What follows belongs to an exercise in optimizing a design on an open flow for small area and a short achievable clock period; a production flow would make more cautious choices. The RTL was checked by simulation tests, not by an equivalence proof against the original design.

## flow/design.v (module list and top-level ports; edited modules follow where they fit)
// module fa: 6 lines
// module FPU: 1310 lines
module FPU(clk, A, B, opcode, O, flags);
  // ...
==> flow/run.sh <==
#!/bin/bash
# synth_recipe.tcl (not shown) runs the flow's synth.tcl, then flattens the netlist and writes it again
# the make line also repeats each setting of config.mk as NAME=value (left out here)
make -C /OpenROAD-flow-scripts/flow DESIGN_CONFIG=/design/flow/config.mk WORK_HOME=/design/flow/orfs CLKGATE_MAP_FILE= SYNTH_SCRIPT=/design/flow/synth_recipe.tcl finish
==> flow/config.mk <==
export PLATFORM = sky130hd
export DESIGN_NAME = FPU
export DESIGN_NICKNAME = FPU
export VERILOG_FILES = /design/flow/design.v
export SDC_FILE = /design/flow/constraint.sdc
export NUM_CORES = 4
export LEC_CHECK = 0
export ABC_AREA = 1
export CAP_MARGIN = 20
export CORE_MARGIN = 2
export CORE_UTILIZATION = 55
export SLEW_MARGIN = 20
export SYNTH_HIERARCHICAL = 1
export SYNTH_MINIMUM_KEEP_SIZE = 0
==> flow/constraint.sdc <==
create_clock -name core_clock -period 21.0 [get_ports {clk}]
set_input_delay 4.2000 -clock core_clock [delete_from_list [all_inputs] [get_ports {clk}]]
set_output_delay 4.2000 -clock core_clock [all_outputs]
set_load 0.01 [all_outputs]
==> results.ini, run 1 <==
[sta]
finalSetupViolations = 0
rsz0062_at_grt = no
whs_ps = 4760
max_freq_ghz = 0.0503
worst_pin_slew_ps = 1170

[global_routing]
grt-ovfl-total = 0

[clocking]
cts_setup_buffers = 0
cts.sinks = 6

[placed_design]
io_buffers = 105
placed_cell_area_mm2 = 0.0237
hpwl_um = 73500

[layout]
nMultiInputCombCells = 2625
multiInputGateArea_mm2 = 0.0202
postLayoutCellArea_mm2 = 0.0238
drive_gt1_share_pct = 5.27
antenna_cells = 3
multi_input_area_share_pct = 85.0
clock_area_share_pct = 0.315
dominant_cells = multi-input gates

[run_status]
status = finished clean

[logic_synthesis]
ys_async_sr_fraction_pct = 0
synth_seq_cells = 6

[detailed_routing]
antenna_left = 0
met3_length_um = 13300

[critical_path]
cp_slowest_stage_delay_ps = 890
crit_start = A[15]

==> inputs of run 2 (changes only) <==
--- a/flow/config.mk
+++ b/flow/config.mk
@@ -11,2 +11,3 @@
 export CORE_UTILIZATION = 55
+export SETUP_SLACK_MARGIN = 4
 export SLEW_MARGIN = 20
==> run 2 against run 1 <==
Still clean. Critical path depth fell by 1. Setup slack improved by 3100 ps. Non-clock buffer count rose by 137. Final cell count rose by 4.2%. Synthesized cell count did not move. Sequential cell count did not move. Utilization rose by 7.0 points.
==> results.ini, run 2 <==
[logic_synthesis]
netlist_area_mm2 = 0.0224  ; unchanged
synthTopCellsByArea = fa_1 26%, xor2_1 12%, o22ai_1 9.7%, nand2_1 9.1%, ha_1 9.0%  ; unchanged
syn_nets = 3673  ; unchanged
syn_area_per_cell_um2 = 7.10  ; unchanged
synth_top_flop_cell = dfxtp_1  ; unchanged
yosysTopAreaCell = fa_1  ; unchanged
yosysSeqAreaShare_pct = 0.536  ; unchanged
ys_async_sr_fraction_pct = 0  ; unchanged
synth_common_cells = 545 x nand2_1, 346 x o22ai_1, 309 x xor2_1  ; unchanged
yosys_warnings = 7  ; unchanged
synth_cells = 3156  ; unchanged
synth_cell_types = 63  ; unchanged
synth.most_common_cell = nand2_1  ; unchanged
synth_top_cell_area_share_pct = 25.8  ; unchanged
synth_seq_cells = 6  ; unchanged
synth-edff-count = 0  ; unchanged

[floorplanning]
die_h_um = 206  ; unchanged
core_area_mm2 = 0.0400  ; unchanged
ios = 106  ; unchanged
fp-row-count = 73  ; unchanged
start_util_pct = 56.0  ; unchanged
die_x_um = 206  ; unchanged
die_area_mm2 = 0.0424  ; unchanged

[layout]
drive_gt1_share_pct = 17.0  ; was 5.27%
postLayoutCellArea_mm2 = 0.0266  ; was 0.0238 mm2
layout_commonest_cell = nand2_1  ; unchanged
syn2layout_area_growth_pct = 18.8  ; was 6.36%
final_cell_mix = 516 x nand2_1, 336 x o22ai_1, 290 x xor2_1, 280 x fa_1, 263 x inv_1  ; was 545 x nand2_1, 346 x o22ai_1, 308 x xor2_1, 293 x inv_1, 289 x fa_1
fillerInstances = 3493  ; was 3833
fin_nets = 3806  ; was 3649

[sta]
fin_ws_ps = 4180  ; was 1110 ps
relSlewSlack_pct = 19.2  ; was 21.8%
setup_tns_ps = 0  ; unchanged
post-route-period-util_pct = 80.1  ; was 94.7%
fin_crit_ps = 16820  ; was 19890 ps
finalHoldViolations = 0  ; unchanged
max_freq_ghz = 0.0595  ; was 0.0503 GHz
slew_violations = 0  ; unchanged
finalSetupViolations = 0  ; unchanged
rsz0062_at_grt = yes  ; was no
worst_pin_slew_ps = 1200  ; was 1170 ps

[global_routing]
grt-ovfl-total = 0  ; unchanged
grt_max_degree = 39  ; was 54
track_usage_pct = 46.0  ; was 43.0%
grt_pass1_vias = 24700  ; was 23300
antenna_found_initial = 7  ; unchanged
grt_pass1_wl_um = 147000  ; was 138000 um

[clocking]
hold_buffers = 0  ; unchanged
htree_levels = 1  ; unchanged
cts.sinks = 6  ; unchanged
cts.root.buffer_cell = clkbuf_16  ; unchanged
clock_path_buffers = 2  ; unchanged
cts_tree = built  ; unchanged
cts_buffers = 3  ; unchanged
clkTransAtPathRegs_ps = 40  ; about the same

[placed_design]
io_buffers = 105  ; unchanged
placed_cell_area_mm2 = 0.0237  ; unchanged
hpwl_um = 73500  ; unchanged
dp_worst_setup_slack_ps = 1460  ; unchanged
gp_congestion = 1.04  ; unchanged

[job]
max-cap-violations = 0  ; unchanged

[critical_path]
crit_path_end_kind = output pin  ; unchanged
cp.required_ps = 16800  ; about the same
critPathKind = input pin to output pin  ; unchanged
cp_slowest_stage_delay_ps = 480  ; was 890 ps
start_kind = input pin  ; unchanged
crit_path_top_delay_cell = clkdlybuf4s50_1  ; was o21ai_2
cp_max_fo = 13  ; was 50
cp_common_cell = nand2_1  ; unchanged
arrival_ps = 12620  ; was 15690 ps

[detailed_routing]
route.detailed.wl_per_inst_um = 26.4  ; was 25.2 um
wl_um = 101000  ; was 92300 um
drt_iter0_markers = 4009  ; was 3491
antenna_left = 0  ; unchanged
drcViolationCount = 0  ; unchanged
drtPass1Iterations = 14  ; was 10
vias = 25600  ; was 24200
vias_per_cell = 6.72  ; was 6.61

[worst_hold_path]
hold_depth = 4  ; was 3
min_delay_worst_endpoint = inf_A  ; was S
hp-start = A[1]  ; was B[31]
hold_class = input pin to flip-flop  ; unchanged

[run_status]
status = finished clean  ; unchanged

run 2: cell count changes in the layout (fill, tap and decap cells not counted), moves of 19 or more:
cell	before	now
nand2_1	545	516
clkbuf_2	0	20
buf_4	52	146
inv_1	293	263
clkdlybuf4s50_1	105	39
o21ai_0	181	153
nor2_4	4	23
buf_6	0	22
run 2: logic make-up after synthesis:
group / Yosys count / synth area share, %
buffers and inverters: 525 / 9.43
flip-flops: 6 / 0.536
AND/OR/NAND/NOR: 1011 / 19.7
AO/OA/AOI/OAI: 801 / 21.3
multiplexers: 5 / 0.223
adder cells (fa/ha/maj): 450 / 34.8
XOR/XNOR: 358 / 14.0
run 2: per-module statistics from Yosys (local to each module, per instance):
module	times used	cells inside	cell area [um2]
fa	264	1	20.0
FPU	1	2892	17100
run 2: critical path: cells and delay by family:
kind                     cells  cell delay, ps
XOR/XNOR                     3             610
adder cells (fa/ha/maj)      5            1460
buffers and inverters       11            1550
AND/OR/NAND/NOR             24            2890
AO/OA/AOI/OAI               13            1880
run 2: metal layers:
metal,track usage (%),share of wire (%),up-vias
li1,-,-,11000
met1,59.6,38,12000
met2,66.9,40,2049
met3,18.3,15,564
met4,21.8,6.4,15
met5,0,0.21,-
run 2: layout make-up:
class	instances	area [um2]	area share, %
Antenna cell	1	2.50	0.00940
Timing Repair Buffer	295	2710	10.2
Tap cell	525	657	2.47
Inverter	338	1500	5.63
Clock buffer	3	75.1	0.282
Sequential cell	6	120	0.451
Timing Repair inverter	10	55.1	0.207
Multi-Input combinational cell	2635	21500	80.8
run 2: worst max-delay path by stage:
stage	startpoint	endpoint	slack [ps]	cells after the start
after floorplan	A[18]	O[30]	4510	64
after global placement	A[16]	O[30]	1600	58
after detailed placement	A[18]	O[28]	1460	56
after CTS	B[1]	O[27]	3980	46
after global routing	A[22]	O[30]	3730	56
final	A[30]	O[30]	4180	56
run 2: repair_timing:
action / 4_1_cts / 5_1_grt
pin swaps: 45 / 63
endpoints found under the setup margin: 31 / 29
gates resized for setup: 361 / 239
setup buffers: 90 / 41
cloned: 23 / 3
run 2: through the flow:
step	cells	util, %	hold slack, ps
final	3813	66.5	4550
after global routing	3812	66.5	4530
after global placement	3651	59.3	4940
after CTS	3767	64.1	4590
after detailed placement	3651	59.3	4950
after floorplan	3156	-	4390
==> inputs of run 3 (changes only) <==
--- a/flow/config.mk
+++ b/flow/config.mk
@@ -11,3 +11,3 @@
 export CORE_UTILIZATION = 55
-export SETUP_SLACK_MARGIN = 4
+export SETUP_SLACK_MARGIN = 2
 export SLEW_MARGIN = 20
==> run 3 against run 2 <==
Utilization shrank 5.5 points. Synthesized cell count unchanged. Die area unchanged. First-iteration DRC count down 5.9%. Highest routed layer unchanged. Final cell count fell by 3.1%. Clock-buffer cell count is the same. Critical path type unchanged.
==> results.ini, run 3 <==
[global_routing]
grt_pass1_vias = 23500  ; was 24700
grt_pass1_wl_um = 139000  ; was 147000 um
grt_max_degree = 54  ; was 39
busiest_layer = met2  ; unchanged
grtUsageMet2_pct = 63.4  ; was 66.9%
grt-ovfl-total = 0  ; unchanged
grtUsageMet1_pct = 57.3  ; was 59.6%
use_met3_pct = 16.5  ; was 18.3%
antenna_found_initial = 5  ; was 7
track_usage_pct = 43.3  ; was 46.0%

[logic_synthesis]
synth_cells = 3156  ; unchanged
synth_common_cells = 545 x nand2_1, 346 x o22ai_1, 309 x xor2_1  ; unchanged
netlist_area_mm2 = 0.0224  ; unchanged
syn_area_per_cell_um2 = 7.10  ; unchanged
ys_async_sr_fraction_pct = 0  ; unchanged
synth.most_common_cell = nand2_1  ; unchanged
synth_top_flop_cell = dfxtp_1  ; unchanged
synth_top_cell_area_share_pct = 25.8  ; unchanged
syn_nets = 3673  ; unchanged
synth-edff-count = 0  ; unchanged
yosys_warnings = 7  ; unchanged
yosysSeqAreaShare_pct = 0.536  ; unchanged
synth_cell_types = 63  ; unchanged
synth_seq_cells = 6  ; unchanged
yosysTopAreaCell = fa_1  ; unchanged
synthTopCellsByArea = fa_1 26%, xor2_1 12%, o22ai_1 9.7%, nand2_1 9.1%, ha_1 9.0%  ; unchanged

[sta]
fin_crit_ps = 18660  ; was 16820 ps
max_freq_ghz = 0.0536  ; was 0.0595 GHz
post-route-period-util_pct = 88.9  ; was 80.1%
finalHoldViolations = 0  ; unchanged
setup_tns_ps = 0  ; unchanged
finalSetupViolations = 0  ; unchanged
whs_ps = 4710  ; was 4550 ps
rsz0062_at_grt = yes  ; unchanged
relSlewSlack_pct = 18.8  ; was 19.2%
slew_violations = 0  ; unchanged
worst_pin_slew_ps = 1220  ; was 1200 ps

[detailed_routing]
drcViolationCount = 0  ; unchanged
vias_per_cell = 6.65  ; was 6.72
antenna_left = 0  ; unchanged
drtPass1Iterations = 10  ; was 14
drt_iter0_markers = 3771  ; was 4009
wl_um = 94000  ; was 101000 um
route.detailed.wl_per_inst_um = 25.5  ; was 26.4 um
vias = 24600  ; was 25600

[critical_path]
cp_max_fo = 28  ; was 13
cp.required_ps = 16800  ; about the same
critPathKind = input pin to output pin  ; unchanged
cp_common_cell = nand2_1  ; unchanged
arrival_ps = 14460  ; was 12620 ps
cp_slowest_stage_delay_ps = 770  ; was 480 ps
crit_path_top_delay_cell = clkdlybuf4s50_1  ; unchanged
start_kind = input pin  ; unchanged
crit_path_end_kind = output pin  ; unchanged

[floorplanning]
ios = 106  ; unchanged
core_area_mm2 = 0.0400  ; unchanged
fp-row-count = 73  ; unchanged
start_util_pct = 56.0  ; unchanged
die_h_um = 206  ; unchanged
die_area_mm2 = 0.0424  ; unchanged
die_x_um = 206  ; unchanged

[worst_hold_path]
min_delay_worst_endpoint = inf_A  ; unchanged
hp-start = A[21]  ; was A[1]
hold_depth = 4  ; unchanged
hold_class = input pin to flip-flop  ; unchanged

[placed_design]
placed_cell_area_mm2 = 0.0237  ; unchanged
dp.cells = 3651  ; unchanged
io_buffers = 105  ; unchanged
hpwl_um = 73500  ; unchanged
gp_congestion = 1.04  ; unchanged

[layout]
final_cell_mix = 543 x nand2_1, 346 x o22ai_1, 308 x xor2_1, 288 x fa_1, 284 x inv_1  ; was 516 x nand2_1, 336 x o22ai_1, 290 x xor2_1, 280 x fa_1, 263 x inv_1
layout_commonest_cell = nand2_1  ; unchanged
stdcell_count = 3693  ; was 3813
postLayoutCellArea_mm2 = 0.0244  ; was 0.0266 mm2
drive_gt1_share_pct = 7.21  ; was 17.0%
syn2layout_area_growth_pct = 9.00  ; was 18.8%
fin_nets = 3683  ; was 3806
fillerInstances = 3762  ; was 3493
seq_area_um2 = 120  ; unchanged
multiInputGateArea_mm2 = 0.0205  ; was 0.0215 mm2

[run_status]
status = finished clean  ; unchanged

[job]
max-cap-violations = 0  ; unchanged

[clocking]
cts_tree = built  ; unchanged
cts.sinks = 6  ; unchanged
clock_path_buffers = 2  ; unchanged
hold_buffers = 0  ; unchanged
cts.root.buffer_cell = clkbuf_16  ; unchanged
htree_levels = 1  ; unchanged
clkTransAtPathRegs_ps = 40  ; about the same
cts_buffers = 3  ; unchanged

## run 3: cell counts after synthesis
Identical to the previous run, type by type.
## run 3: modules after synthesis, one instance, submodules excluded
module	flops+latches	cell area (um2)
fa	0	20.0
FPU	6	17100
## run 3: critical path, delay by kind of cell
kind / cells / cell delay [ps]
AO/OA/AOI/OAI: 8 / 1210
XOR/XNOR: 1 / 210
adder cells (fa/ha/maj): 9 / 3480
buffers and inverters: 9 / 2800
AND/OR/NAND/NOR: 19 / 2530
## run 3: worst max-delay path by stage
stage               slack, ps  endpoint  start  depth (start not counted)
CTS                      2070     O[29]   B[7]                         51
detailed placement       1460     O[28]  A[18]                         56
global route             1980     O[29]  B[17]                         42
global placement         1600     O[30]  A[16]                         58
finish                   2340     O[27]  B[15]                         46
floorplan                4510     O[30]  A[18]                         64
## run 3: cells by family after synthesis
kind of cell	Yosys count	synth area share [%]
DFF	6	0.536
xor gates and xnor gates	358	14.0
AOI/OAI and AO/OA	801	21.3
adders and majority gates	450	34.8
muxes	5	0.223
and+or+nand+nor	1011	19.7
buffers and inverters	525	9.43
## run 3: repair_timing
item                                    CTS  global route
pin swaps                                 4             6
resized for setup                        12            90
cloned                                    5             6
buffers inserted                          2            21
endpoints found under the setup margin    5             6
endpoints found under the hold margin     0             0
## run 3: area by class of cell
type / count / area share, %
timing repair buffer: 182 / 7.03
antenna: 4 / 0.0410
timing repair inverter: 5 / 0.113
multi-input combinational: 2630 / 83.8
tap: 525 / 2.69
sequential: 6 / 0.492
inverter: 338 / 5.48
clock buffer: 3 / 0.307
## run 3: stage by stage
| step | setup WS (ps) | utilization, % |
|---|---|---|
| detailed placement | 1460 | 59.3 |
| floorplan | 4510 | - |
| CTS | 2070 | 59.8 |
| global placement | 1600 | 59.3 |
| finish | 2340 | 61.0 |
| global route | 1980 | 61.0 |
## run 3: layer usage
layer	up-vias	wire [um]	share of wire, %
li1	10700	-	-
met1	11600	36800	39
met3	386	13800	15
met5	-	26	0.028
met4	4	4680	5.0
met2	1871	38700	41

afterwards: timing with drivers on the ports:
In the flow no input, the clock included, has a driving cell. The finished layouts below were timed again as built, in two steps. Step 1, drivers: a clkbuf_16 drives clk and a buf_2 each remaining input, both assumed. Step 2 also shifts input and output timing later by t, the mid clock arrival at the registers, as if the neighbouring blocks saw the same clock. a / b / c = no drivers / after step 1 / after step 2; a / b = the first two.
run	t (ns)	setup slack, ns	hold WS [ns]	worst register clock-pin slew, ns
run 1	0.266	1.112 / 1.083 / 1.083	4.759 / 4.805 / 4.960	0.04 / 0.04
run 2	0.271	4.180 / 4.150 / 4.150	4.548 / 4.566 / 4.837	0.05 / 0.05
run 3	0.270	2.340 / 2.313 / 2.313	4.713 / 4.710 / 4.964	0.05 / 0.05
After both steps every run listed still meets setup and hold. The setup slack of run 2, which loses most, moves by -0.030 ns with the drivers and by -0.030 ns with both steps.
